This design comes from an exercise in tuning for small area on the open sky130 flow, not from production work. Where RTL was checked, it was by simulation tests only, not by an equivalence proof against the original. No driver is modelled on the clock port, so clocking that relies on it looks cheaper here than on a real chip. No activity file was given, so power comes from the tool's default toggle rates.

// fbsbdecoder
module fbsbdecoder(
    input pclk,
    input resetn,
    input rx,
    output [7:0] data_o,
    output dataValid,
    output sample,
    output parity_out
    );
Size in the first run: ~350 cells after synthesis, roughly 49 flip-flops.
==> flow/config.mk <==
export PLATFORM = sky130hd
export DESIGN_NAME = fbsbdecoder
export DESIGN_NICKNAME = fbsbdecoder
export VERILOG_FILES = /design/flow/design.v
export SDC_FILE = /design/flow/constraint.sdc
export NUM_CORES = 4
export LEC_CHECK = 0
export CAP_MARGIN = 20
export CORE_MARGIN = 2
export CORE_UTILIZATION = 70
export PLACE_DENSITY = 0.75
export SLEW_MARGIN = 20
==> flow/constraint.sdc <==
create_clock -name core_clock -period 10.0 [get_ports {pclk}]
set_input_delay 2.0000 -clock core_clock [delete_from_list [all_inputs] [get_ports {pclk}]]
set_output_delay 2.0000 -clock core_clock [all_outputs]
set_load 0.01 [all_outputs]
run.sh (not shown) runs the stock make flow with config.mk's settings and CLKGATE_MAP_FILE= SYNTH_SCRIPT=/design/flow/synth_recipe.tcl, a recipe that flattens the netlist after the stock synthesis.
==> next run, changes <==
--- a/flow/config.mk
+++ b/flow/config.mk
@@ -9,4 +9,4 @@
 export CORE_MARGIN = 2
-export CORE_UTILIZATION = 70
-export PLACE_DENSITY = 0.75
+export CORE_UTILIZATION = 88
+export PLACE_DENSITY = 0.93
 export SLEW_MARGIN = 20
After rerunning:
- This time the run stopped in global placement without I/O
- synthesized area does not change
- synthesized cell count stays the same
==> next run, changes <==
--- a/flow/config.mk
+++ b/flow/config.mk
@@ -9,4 +9,3 @@
 export CORE_MARGIN = 2
-export CORE_UTILIZATION = 88
-export PLACE_DENSITY = 0.93
+export CORE_UTILIZATION = 40
 export SLEW_MARGIN = 20
=> Now the flow produced a clean layout. Synthesized cell count does not change. Area after synthesis stays the same.
Function was not checked in any run of this note: the RTL went through the layout flow alone.


== run A ==
fbsbdecoder, a different RTL version from the one above (not shown whole).
Size in the first run: roughly 220 cells after synthesis, ~42 flip-flops, about 14 I/O pins, roughly 0.0019 mm2 of cells after synthesis.
==> flow/config.mk <==
export PLATFORM = sky130hd
export DESIGN_NAME = fbsbdecoder
export DESIGN_NICKNAME = fbsbdecoder
export VERILOG_FILES = /design/flow/design.v
export SDC_FILE = /design/flow/constraint.sdc
export NUM_CORES = 4
export LEC_CHECK = 0
export CAP_MARGIN = 0
export CORE_AREA = 4 4 68 68
export DIE_AREA = 0 0 72 72
export PLACE_DENSITY = 0.85
export SLEW_MARGIN = 0
==> flow/constraint.sdc <==
create_clock -name core_clock -period 10.0 [get_ports {pclk}]
set_input_delay 2.0000 -clock core_clock [delete_from_list [all_inputs] [get_ports {pclk}]]
set_output_delay 2.0000 -clock core_clock [all_outputs]
set_load 0.01 [all_outputs]
standard.sh (not shown) runs the stock make flow with config.mk's settings and CLKGATE_MAP_FILE= SYNTH_SCRIPT=/design/flow/synth_recipe.tcl, a recipe that flattens the netlist after the stock synthesis.
==> flow/flow/run.sh <==
#!/bin/bash
set -euo pipefail
W=$(pwd)
F=$W/flow
# ORFS synth.tcl with the abc call's script swapped for flow/area.abc
sed 's#^  log_cmd abc {\*}\$abc_args#  set abc_args [lreplace $abc_args 1 1 $::env(OWN_ABC_SCRIPT)]\n  log_cmd abc {*}$abc_args#' \
  "$FLOW_HOME/scripts/synth.tcl" > "$W/own_synth_body.tcl"
grep -q OWN_ABC_SCRIPT "$W/own_synth_body.tcl"
sed "s#\$::env(SCRIPTS_DIR)/synth.tcl#$W/own_synth_body.tcl#" "$W/synth_recipe.tcl" > "$W/own_synth.tcl"
grep -q own_synth_body "$W/own_synth.tcl"
export OWN_ABC_SCRIPT=$F/area.abc
export BUFFER_PORTS_ARGS="-buffer_cell sky130_fd_sc_hd__buf_1"
export POST_CTS_TCL=$F/post_cts.tcl
export CTS_ARGS="-sink_clustering_enable -repair_clock_nets -dont_use_dummy_load -buf_list {sky130_fd_sc_hd__clkbuf_8}"
bash "$W/standard.sh" SYNTH_SCRIPT="$W/own_synth.tcl" ADDER_MAP_FILE= finish > "$W/flow_make.log" 2>&1
==> flow/flow/area.abc <==
strash
ifraig
scorr
dc2
strash
&get -n
&deepsyn -I 4 -J 200
&put
&get -n
&dch -f
&nf -R 1000
&put
&get -n
&dch -f
&nf -R 1000
&put
topo
stime -c
==> flow/flow/post_cts.tcl <==
estimate_parasitics -placement
proc clk_slew_max {} {
  set m 0.0
  foreach pin [get_pins -of_objects [all_registers] -filter "is_clock==1"] {
    foreach p {slew_max_rise slew_max_fall} {
      set v [get_property $pin $p]
      if {$v > $m} { set m $v }
    }
  }
  return $m
}
set limit 0.112
set sizes {sky130_fd_sc_hd__clkbuf_2 sky130_fd_sc_hd__clkbuf_4 sky130_fd_sc_hd__clkbuf_8 sky130_fd_sc_hd__clkbuf_16}
puts "post_cts: clock pin slew before [clk_slew_max]"
foreach inst [get_cells -filter "ref_name=~sky130_fd_sc_hd__clkbuf_*"] {
  set name [get_full_name $inst]
  if {![string match clkbuf_* $name]} { continue }
  set orig [get_property $inst ref_name]
  foreach s $sizes {
    if {$s eq $orig} { break }
    replace_cell $inst $s
    estimate_parasitics -placement
    if {[clk_slew_max] <= $limit} { puts "post_cts: $name $orig -> $s"; set orig $s; break }
    replace_cell $inst $orig
    estimate_parasitics -placement
  }
}
puts "post_cts: clock pin slew after [clk_slew_max]"
Changes in run B relative to run A:
# run A
export LEC_CHECK = 0
export CAP_MARGIN = 0
export CORE_AREA = 4 4 68 68
export DIE_AREA = 0 0 72 72
export PLACE_DENSITY = 0.85
export SLEW_MARGIN = 0
create_clock -name core_clock -period 10.0 [get_ports {pclk}]
# run B
export LEC_CHECK = 0
export CAP_MARGIN = 0
export CORE_AREA = 4 4 68 68
export DIE_AREA = 0 0 72 72
export PLACE_DENSITY = 0.6
export SLEW_MARGIN = 0
create_clock -name core_clock -period 10.0 [get_ports {pclk}]
diff --git a/flow/flow/area.abc b/flow/flow/area.abc
--- a/flow/flow/area.abc
+++ b/flow/flow/area.abc
@@ -7,4 +7,6 @@
 &deepsyn -I 4 -J 200
 &put
+dc2
+strash
 &get -n
 &dch -f
==> summary.txt <==
Diff run A -> run B | hold slack | increase of 0.039 ns
In terms of area of all placed cells without fillers, run B and run A differ only marginally.
On starting utilization of the core area, the higher figure sits with run A, not run B.
Changes observed in run B relative to run A: met1 track demand over resource in global routing grew by 2.1 points, power up 0.011 mW, wire length of the first global-routing pass +48 um.
On first-iteration DRC count: between run B and run A, it ends up lower for run B.
The following lists how run C was set up differently from run B:
# run B
export LEC_CHECK = 0
export CAP_MARGIN = 0
export CORE_AREA = 4 4 68 68
export DIE_AREA = 0 0 72 72
export PLACE_DENSITY = 0.6
export SLEW_MARGIN = 0
create_clock -name core_clock -period 10.0 [get_ports {pclk}]
# run C
export LEC_CHECK = 0
export CAP_MARGIN = 0
export CORE_AREA = 4 4 68 68
export DIE_AREA = 0 0 72 72
export PLACE_DENSITY = 0.95
export SLEW_MARGIN = 0
create_clock -name core_clock -period 10.0 [get_ports {pclk}]
- ~same largest stage delay on the critical path in run C and run B
- Diff run C and run B: cell area after layout higher in run B
- Going from run B to run C, global-route total usage across every layer saw a decrease; synthesis-to-finish area growth saw a decrease; simple-gate area share of the yosys netlist saw little to no change; logic gate share of total power saw an increase.
- Summary — share of the clock period used by the worst path after layout, run C relative to run B: lower, by 0.62 points.
- Run C vs run B, post-layout worst setup margin went up by 0.062 ns.
- Diff run B..run C | number of logic stages on the critical path including buffering | negligible
- Delta (run C minus run B): total chip power has decreased, total detailed-routing wirelength went down.
#### Input delta (run D over run C)
# run C
export LEC_CHECK = 0
export CAP_MARGIN = 0
export CORE_AREA = 4 4 68 68
export DIE_AREA = 0 0 72 72
export PLACE_DENSITY = 0.95
export SLEW_MARGIN = 0
create_clock -name core_clock -period 10.0 [get_ports {pclk}]
# run D
export LEC_CHECK = 0
export CAP_MARGIN = 0
export CORE_AREA = 4 4 68 68
export DIE_AREA = 0 0 72 72
export PLACE_DENSITY = 0.85
export SLEW_MARGIN = 0
create_clock -name core_clock -period 10.0 [get_ports {pclk}]
Results
In run D, the clock skew came out 0.0037 ns below the value in run C. Lower least setup slack across all paths after layout among run C and run D: run D. The lower sum of routed wire length over all layers came out of run C. Run C did not stop at any stage, and its layout met the timing, DRC and antenna checks. No stage failed in run D, and the final checks on the layout all came back clean.


Setup of north:
The RTL this note starts from:
==> flow/design.v <==
`timescale 1ns / 1ps
module fbsbdecoder(
    input pclk,
    input resetn,
    input rx,
    output [7:0] data_o,
    output dataValid,
    output sample,
    output parity_out
    );
    localparam [4:0] SH0 = 5'd0,  SH4 = 5'd4,  IDLE = 5'd7;
    localparam [4:0] SL0 = 5'd8,  SL4 = 5'd12, PEND = 5'd15;
    localparam [4:0] D0  = 5'd16, D7  = 5'd23, D8 = 5'd24, VER = 5'd25;
    reg [1:0] sync;
    reg [4:0] st;
    reg [5:0] cnt;
    reg       half;
    reg [1:0] vote;
    reg [4:0] dd;
    reg [13:0] r;
    reg [7:0] data;
    reg       par, pp;
    wire idle  = (st == IDLE);
    wire pend  = (st == PEND);
    wire scls  = ~st[4] & ~(st[2] & (st[1] | st[0]));    
    wire dcls  = st[4] & ~(st[3] & st[0]);                
    wire ver   = (st == VER);
    wire lastg = st[2];                                   
    wire low   = st[3];                                   
    wire stuck = ~|r[13:3];
    assign sample = (scls & (dd == 5'd0)) | (dcls & (dd[4:2] == 3'd0) & ~(dd[1] & dd[0]));
    wire ev    = sample & (dd == 5'd0);                   
    wire cap   = sample;
    wire rxs   = sync[1];
    wire v3    = (vote == 2'd3);
    wire sdec  = scls & (cnt[2:0] == (lastg ? 3'd4 : 3'd5));
    wire spass = low ? ~v3 : (lastg ? vote[1] : v3);
    wire ddec  = dcls & ~half & (dd == 5'd24);
    wire ppdec = (st == D8) & half & (dd == 5'd0);
    wire last  = (cnt == 6'd35);
    wire sixth = dcls & half & (dd == 5'd0) & (st != D8);
    wire tmode = idle | ((st == SH0) & (cnt[2:0] == 3'd0));
    wire vb    = rxs ^ (dcls & ~half);
    wire [1:0] vinc = (vote == 2'd3) ? 2'd3 : vote + {1'b0, vb};
    always @(posedge pclk or negedge resetn) begin
        if (~resetn) begin
            sync <= 2'b0;
            st   <= IDLE;
            data <= 8'h0;
            par  <= 1'b0;
            pp   <= 1'b0;
            vote <= 2'd0;
        end else begin
            sync <= {sync[0], rx};
            if (idle) begin
                par <= 1'b0;
                if (&sync) begin
                    st   <= SH0;
                    data <= 8'h0;
                end
            end else if (pend) begin
                if (~|sync) st <= SL0;
            end else if (sdec) begin
                if (spass) st <= lastg ? (low ? D0 : PEND) : st + 5'd1;
                else       st <= (st == SL0) ? SL0 : IDLE;
            end else if (ddec) begin
                if (st == D8) begin
                    st  <= last ? VER : D0;
                end else begin
                    st <= st + 5'd1;
                    data[~st[2:0]] <= vote[1];
                    par <= (st == D0) ? vote[1] : par ^ vote[1];
                end
            end else if (ver) begin
                if (dd == 5'd21) st <= IDLE;
            end
            if (ppdec) pp <= v3;
            if (sdec)
                vote <= 2'd0;
            else if (ddec)
                vote <= (st == D7) ? {1'b0, vote[0]} : 2'd0;
            else if (ver)
                vote <= {1'b0, dd == 5'd21};
            else if (cap)
                vote <= sixth ? {vinc == 2'd3, rxs} : vinc;
            else if (tmode)
                vote <= vote + {1'b0, |vote};
        end
    end
    always @(posedge pclk) begin
        if (idle | pend)
            dd <= 5'd9;
        else if (ev)
            dd <= dcls ? 5'd24 : ((st == SL4) & (cnt[2:0] == 3'd3)) ? 5'd18 : 5'd9;
        else if (~(stuck & (dd == 5'd3)))
            dd <= dd - 5'd1;
        if (idle | pend)
            r <= 14'd3278;
        else if (ev)
            r <= r + (dcls ? 14'd5 : ((st == SL4) & (cnt[2:0] == 3'd3)) ? 14'd3 : 14'd2);
        if (idle | (scls & sdec))
            cnt <= 6'd0;
        else if ((scls & cap) | ((st == D8) & ddec))
            cnt <= cnt + 6'd1;
        if (~dcls)
            half <= 1'b0;
        else if (ev)
            half <= ~half;
    end
    assign data_o     = data;
    assign dataValid  = ((st == D0) & ~half & (dd == 5'd18)) | (tmode & (vote == 2'd3));
    assign parity_out = par ^ pp;
endmodule
export LEC_CHECK = 0
export CAP_MARGIN = 20
export CORE_MARGIN = 2
export CORE_UTILIZATION = 70
export PLACE_DENSITY = 0.75
export SLEW_MARGIN = 20
create_clock -name core_clock -period 10.0 [get_ports {pclk}]
==> flow/flow/run.sh <==
#!/bin/bash
# Own layout flow: the standard ORFS flow (standard.sh) with two changes to synthesis
# and two to placement/CTS:
#  - the combinational logic is mapped with an area-oriented ABC script (flow/area.abc)
#    instead of ORFS's speed script, and adders are left to ABC (no ha/fa cell mapping);
#    everything else in synthesis, including register mapping and naming, is the standard
#    synthesis (synth_recipe.tcl sourcing ORFS's synth.tcl, patched only at the abc call);
#  - ports are buffered with buf_1 instead of the default clkdlybuf4s50_1;
#  - CTS uses small clock buffers and no dummy loads.
# Each tool's output goes to the ORFS logs under orfs/logs; make's output to flow_make.log.
set -euo pipefail
W=$(pwd)
F=$W/flow
# ORFS synth.tcl with the abc call's script swapped for flow/area.abc
sed 's#^  log_cmd abc {\*}\$abc_args#  set abc_args [lreplace $abc_args 1 1 $::env(OWN_ABC_SCRIPT)]\n  log_cmd abc {*}$abc_args#' \
  "$FLOW_HOME/scripts/synth.tcl" > "$W/own_synth_body.tcl"
grep -q OWN_ABC_SCRIPT "$W/own_synth_body.tcl"
sed "s#\$::env(SCRIPTS_DIR)/synth.tcl#$W/own_synth_body.tcl#" "$W/synth_recipe.tcl" > "$W/own_synth.tcl"
grep -q own_synth_body "$W/own_synth.tcl"
export OWN_ABC_SCRIPT=$F/area.abc
export BUFFER_PORTS_ARGS="-buffer_cell sky130_fd_sc_hd__buf_1"
export CTS_ARGS="-sink_clustering_enable -repair_clock_nets -dont_use_dummy_load -sink_clustering_size 50 -sink_clustering_max_diameter 200 -buf_list {sky130_fd_sc_hd__clkbuf_16}"
bash "$W/standard.sh" SYNTH_SCRIPT="$W/own_synth.tcl" ADDER_MAP_FILE= finish > "$W/flow_make.log" 2>&1
==> flow/flow/area.abc <==
strash
ifraig
scorr
dc2
strash
&get -n
&dch -f
&nf -R 1000
&put
topo
stime -c
Modified inputs, south compared to north
diff --git a/flow/flow/run.sh b/flow/flow/run.sh
--- a/flow/flow/run.sh
+++ b/flow/flow/run.sh
@@ -20,4 +20,4 @@
 export OWN_ABC_SCRIPT=$F/area.abc
 export BUFFER_PORTS_ARGS="-buffer_cell sky130_fd_sc_hd__buf_1"
-export CTS_ARGS="-sink_clustering_enable -repair_clock_nets -dont_use_dummy_load -sink_clustering_size 50 -sink_clustering_max_diameter 200 -buf_list {sky130_fd_sc_hd__clkbuf_16}"
+export CTS_ARGS="-sink_clustering_enable -repair_clock_nets -dont_use_dummy_load -buf_list {sky130_fd_sc_hd__clkbuf_8}"
 bash "$W/standard.sh" SYNTH_SCRIPT="$W/own_synth.tcl" ADDER_MAP_FILE= finish > "$W/flow_make.log" 2>&1
--- outcome ---
On setup slack after layout, south does worse than north. Taking north as the reference, in south overall via count from detail_route higher; routed length on met3 lower; maximum frequency roughly the same; wire length lower; sequential share of layout area higher. Power went down by more than 10% going from north to south. The number of fillers in the final layout of south is higher than that of north.
No run of this note included a check of the RTL's function; only the layout flow was run.


## lane 1
Another version of the RTL of fbsbdecoder (not shown whole).
For scale: about 250 cells after synthesis, about 42 flip-flops, roughly 14 I/O pins, ~2100 um2 of cells after synthesis.
clock: 10.0 ns
lec_check: 0
cap_margin: 20
core_area: 4 4 68 68
die_area: 0 0 72 72
place_density: 0.6
slew_margin: 20
==> flow/flow/run.sh <==
#!/bin/bash
# Own layout flow: the standard ORFS flow (standard.sh) with two changes to synthesis
# and two to placement/CTS:
#  - the combinational logic is mapped with an area-oriented ABC script (flow/area.abc)
#    instead of ORFS's speed script, and adders are left to ABC (no ha/fa cell mapping);
#    everything else in synthesis, including register mapping and naming, is the standard
#    synthesis (synth_recipe.tcl sourcing ORFS's synth.tcl, patched only at the abc call);
#  - ports are buffered with buf_1 instead of the default clkdlybuf4s50_1;
#  - CTS uses small clock buffers and no dummy loads.
# Each tool's output goes to the ORFS logs under orfs/logs; make's output to flow_make.log.
set -euo pipefail
W=$(pwd)
F=$W/flow
# ORFS synth.tcl with the abc call's script swapped for flow/area.abc
sed 's#^  log_cmd abc {\*}\$abc_args#  set abc_args [lreplace $abc_args 1 1 $::env(OWN_ABC_SCRIPT)]\n  log_cmd abc {*}$abc_args#' \
  "$FLOW_HOME/scripts/synth.tcl" > "$W/own_synth_body.tcl"
grep -q OWN_ABC_SCRIPT "$W/own_synth_body.tcl"
sed "s#\$::env(SCRIPTS_DIR)/synth.tcl#$W/own_synth_body.tcl#" "$W/synth_recipe.tcl" > "$W/own_synth.tcl"
grep -q own_synth_body "$W/own_synth.tcl"
export OWN_ABC_SCRIPT=$F/area.abc
export BUFFER_PORTS_ARGS="-buffer_cell sky130_fd_sc_hd__buf_1"
export CTS_ARGS="-sink_clustering_enable -repair_clock_nets -dont_use_dummy_load -buf_list {sky130_fd_sc_hd__clkbuf_8}"
bash "$W/standard.sh" SYNTH_SCRIPT="$W/own_synth.tcl" ADDER_MAP_FILE= finish > "$W/flow_make.log" 2>&1
==> flow/flow/area.abc <==
strash
ifraig
scorr
dc2
strash
dc2
strash
&get -n
&dch -f
&nf -R 1000
&put
&get -n
&dch -f
&nf -R 1000
&put
topo
stime -c
Input-level comparison between lane 2 and lane 1:
Settings: changing CAP_MARGIN from 20 to 0; changing SLEW_MARGIN from 20 to 0.
==> flow/flow/run.sh <==
#!/bin/bash
set -euo pipefail
W=$(pwd)
F=$W/flow
# ORFS synth.tcl with the abc call's script swapped for flow/area.abc
sed 's#^  log_cmd abc {\*}\$abc_args#  set abc_args [lreplace $abc_args 1 1 $::env(OWN_ABC_SCRIPT)]\n  log_cmd abc {*}$abc_args#' \
  "$FLOW_HOME/scripts/synth.tcl" > "$W/own_synth_body.tcl"
grep -q OWN_ABC_SCRIPT "$W/own_synth_body.tcl"
sed "s#\$::env(SCRIPTS_DIR)/synth.tcl#$W/own_synth_body.tcl#" "$W/synth_recipe.tcl" > "$W/own_synth.tcl"
grep -q own_synth_body "$W/own_synth.tcl"
export OWN_ABC_SCRIPT=$F/area.abc
export BUFFER_PORTS_ARGS="-buffer_cell sky130_fd_sc_hd__buf_1"
export POST_CTS_TCL=$F/post_cts.tcl
export CTS_ARGS="-sink_clustering_enable -repair_clock_nets -dont_use_dummy_load -buf_list {sky130_fd_sc_hd__clkbuf_8}"
bash "$W/standard.sh" SYNTH_SCRIPT="$W/own_synth.tcl" ADDER_MAP_FILE= finish > "$W/flow_make.log" 2>&1
diff --git a/flow/flow/area.abc b/flow/flow/area.abc
--- a/flow/flow/area.abc
+++ b/flow/flow/area.abc
@@ -5,2 +5,5 @@
 strash
+&get -n
+&deepsyn -I 4 -J 200
+&put
 dc2
==> flow/flow/post_cts.tcl (new file) <==
estimate_parasitics -placement
proc clk_slew_max {} {
  set m 0.0
  foreach pin [get_pins -of_objects [all_registers] -filter "is_clock==1"] {
    foreach p {slew_max_rise slew_max_fall} {
      set v [get_property $pin $p]
      if {$v > $m} { set m $v }
    }
  }
  return $m
}
set limit 0.112
set sizes {sky130_fd_sc_hd__clkbuf_2 sky130_fd_sc_hd__clkbuf_4 sky130_fd_sc_hd__clkbuf_8 sky130_fd_sc_hd__clkbuf_16}
puts "post_cts: clock pin slew before [clk_slew_max]"
foreach inst [get_cells -filter "ref_name=~sky130_fd_sc_hd__clkbuf_*"] {
  set name [get_full_name $inst]
  if {![string match clkbuf_* $name]} { continue }
  set orig [get_property $inst ref_name]
  foreach s $sizes {
    if {$s eq $orig} { break }
    replace_cell $inst $s
    estimate_parasitics -placement
    if {[clk_slew_max] <= $limit} { puts "post_cts: $name $orig -> $s"; set orig $s; break }
    replace_cell $inst $orig
    estimate_parasitics -placement
  }
}
puts "post_cts: clock pin slew after [clk_slew_max]"
[summary]
- In lane 2, the clock network fraction of design power came out 3.0 points below the value in lane 1.
- Power consumed by sequential cells: lane 2 lower than lane 1
- Lane 2 ends up with lower global-route wire length before repair than lane 1 does.
- Lane 2 ends up with lower utilization than lane 1 does.
- Cell area | lane 2 vs lane 1 | lane 2 smaller
- Cell count went down by a little under 10% going from lane 1 to lane 2.
- Re total of plain and repair buffers excluding clock buffers: lane 2 is 2 down on lane 1.
- Static leakage power down 3.0% in lane 2 wrt lane 1
- Looking at cell with the biggest individual delay on the critical path, the sky130_fd_sc_hd__a2111oi_0 result is from lane 2; the sky130_fd_sc_hd__nor3_1 one comes from lane 1.
- The higher combinational power came out of lane 1.
- Slack of the critical path: lane 2 < lane 1
### lane 2 -> lane 3
diff --git a/flow/flow/run.sh b/flow/flow/run.sh
--- a/flow/flow/run.sh
+++ b/flow/flow/run.sh
@@ -1,2 +1,11 @@
 #!/bin/bash
+# Own layout flow: the standard ORFS flow (standard.sh) with two changes to synthesis
+# and two to placement/CTS:
+#  - the combinational logic is mapped with an area-oriented ABC script (flow/area.abc)
+#    instead of ORFS's speed script, and adders are left to ABC (no ha/fa cell mapping);
+#    everything else in synthesis, including register mapping and naming, is the standard
+#    synthesis (synth_recipe.tcl sourcing ORFS's synth.tcl, patched only at the abc call);
+#  - ports are buffered with buf_1 instead of the default clkdlybuf4s50_1;
+#  - CTS uses small clock buffers and no dummy loads.
+# Each tool's output goes to the ORFS logs under orfs/logs; make's output to flow_make.log.
 set -euo pipefail
@@ -12,3 +21,2 @@
 export BUFFER_PORTS_ARGS="-buffer_cell sky130_fd_sc_hd__buf_1"
-export POST_CTS_TCL=$F/post_cts.tcl
 export CTS_ARGS="-sink_clustering_enable -repair_clock_nets -dont_use_dummy_load -buf_list {sky130_fd_sc_hd__clkbuf_8}"
diff --git a/flow/flow/area.abc b/flow/flow/area.abc
--- a/flow/flow/area.abc
+++ b/flow/flow/area.abc
@@ -6,3 +6,3 @@
 &get -n
-&deepsyn -I 4 -J 200
+&deepsyn -T 30
 &put
removed: flow/flow/post_cts.tcl
[summary]
- Worst setup path endpoint: sample -> lane 2, dataValid -> lane 3
- Lane 3 against lane 2: period utilization shrank by 1.3 points; synthesized cell count now sits higher.
- Area taken by multi-input logic gates of lane 3 exceeds that of lane 2 by a few percent.
- Between lane 3 and lane 2, switching share of power is lower for lane 2, lane 3 comes in above that.
- From lane 2 to lane 3 the numbers moved as follows: instance count on the critical path +2; final worst slack +0.13 ns; power consumption +22%; post-detailed-route wirelength per cell +10%; amount of wire on met3 after detailed routing -11%.
--- input diff lane 3..lane 4 ---
diff --git a/flow/flow/area.abc b/flow/flow/area.abc
--- a/flow/flow/area.abc
+++ b/flow/flow/area.abc
@@ -6,3 +6,3 @@
 &get -n
-&deepsyn -T 30
+&deepsyn -I 4 -J 200
 &put
### Flow results
The final layouts of lane 4 and lane 3 pass the timing, DRC and antenna checks.
Comparing wire length of the first global-routing pass for lane 4 and lane 3, the bigger number came from lane 3.
Number of fillers in the final layout is higher on lane 3
Delta (lane 4 minus lane 3): clock skew shows a reduction of 0.0097 ns; total power consumption of the routed design shrank by about 14%; minimum clock period after layout decreased 0.011 ns.
sky130_fd_sc_hd__a2111oi_0 as the library cell contributing the largest single delay on the critical path was reported by lane 4, and sky130_fd_sc_hd__or3_1 by lane 3.
Comparing post-synthesis net count for lane 4 and lane 3, the smaller number came from lane 4.
Lane 4 vs lane 3: post-route non-filler standard cell count down slightly
Summary — met2 wirelength from detailed routing, lane 4 relative to lane 3: lower, by 4.4%.
Buffer share of cell area essentially unchanged between lane 4 and lane 3.
| final hold slack | lane 4 vs lane 3 | 0.011 ns lower |
Lane 4 gives more worst reg-to-reg path cell count than lane 3 did.

==> static timing again, ports no longer ideal <==
In the flow no input, the clock included, has a driving cell. The finished layouts below were timed again as built, in two steps. Step 1: set_driving_cell puts a clkbuf_16 on pclk and a buf_2 on each other input, an assumption about the parent block. Step 2, shift: input delay + t, output delay - t, t = (earliest + latest rising clock arrival at the registers) / 2. This alone moves slack from input paths to output paths. Three values: no drivers, after step 1, after step 2; two values: the first two.
| run | t, ns | slack for setup (ns) | pins driven straight from the clock port |
|---|---|---|---|
| the first run of note 1 | 0.335 | 5.257 / 5.231 / 5.566 | 1 |
| the third run of note 1 | 0.333 | 5.300 / 5.270 / 5.602 | 1 |
| run A | 0.385 | 5.745 / 5.721 / 6.106 | 1 |
| run B | 0.392 | 5.808 / 5.784 / 6.175 | 1 |
| run C | 0.383 | 5.870 / 5.846 / 6.228 | 1 |
| run D | 0.398 | 5.806 / 5.784 / 6.182 | 1 |
| north | 0.311 | 5.706 / 5.673 / 5.914 | 1 |
| south | 0.322 | 5.699 / 5.671 / 5.903 | 1 |
| lane 1 | 0.313 | 5.463 / 5.435 / 5.748 | 1 |
| lane 2 | 0.370 | 5.367 / 5.345 / 5.715 | 1 |
| lane 3 | 0.312 | 5.499 / 5.470 / 5.782 | 1 |
| lane 4 | 0.306 | 5.511 / 5.486 / 5.792 | 1 |
After both steps setup and hold are still met in every run listed.
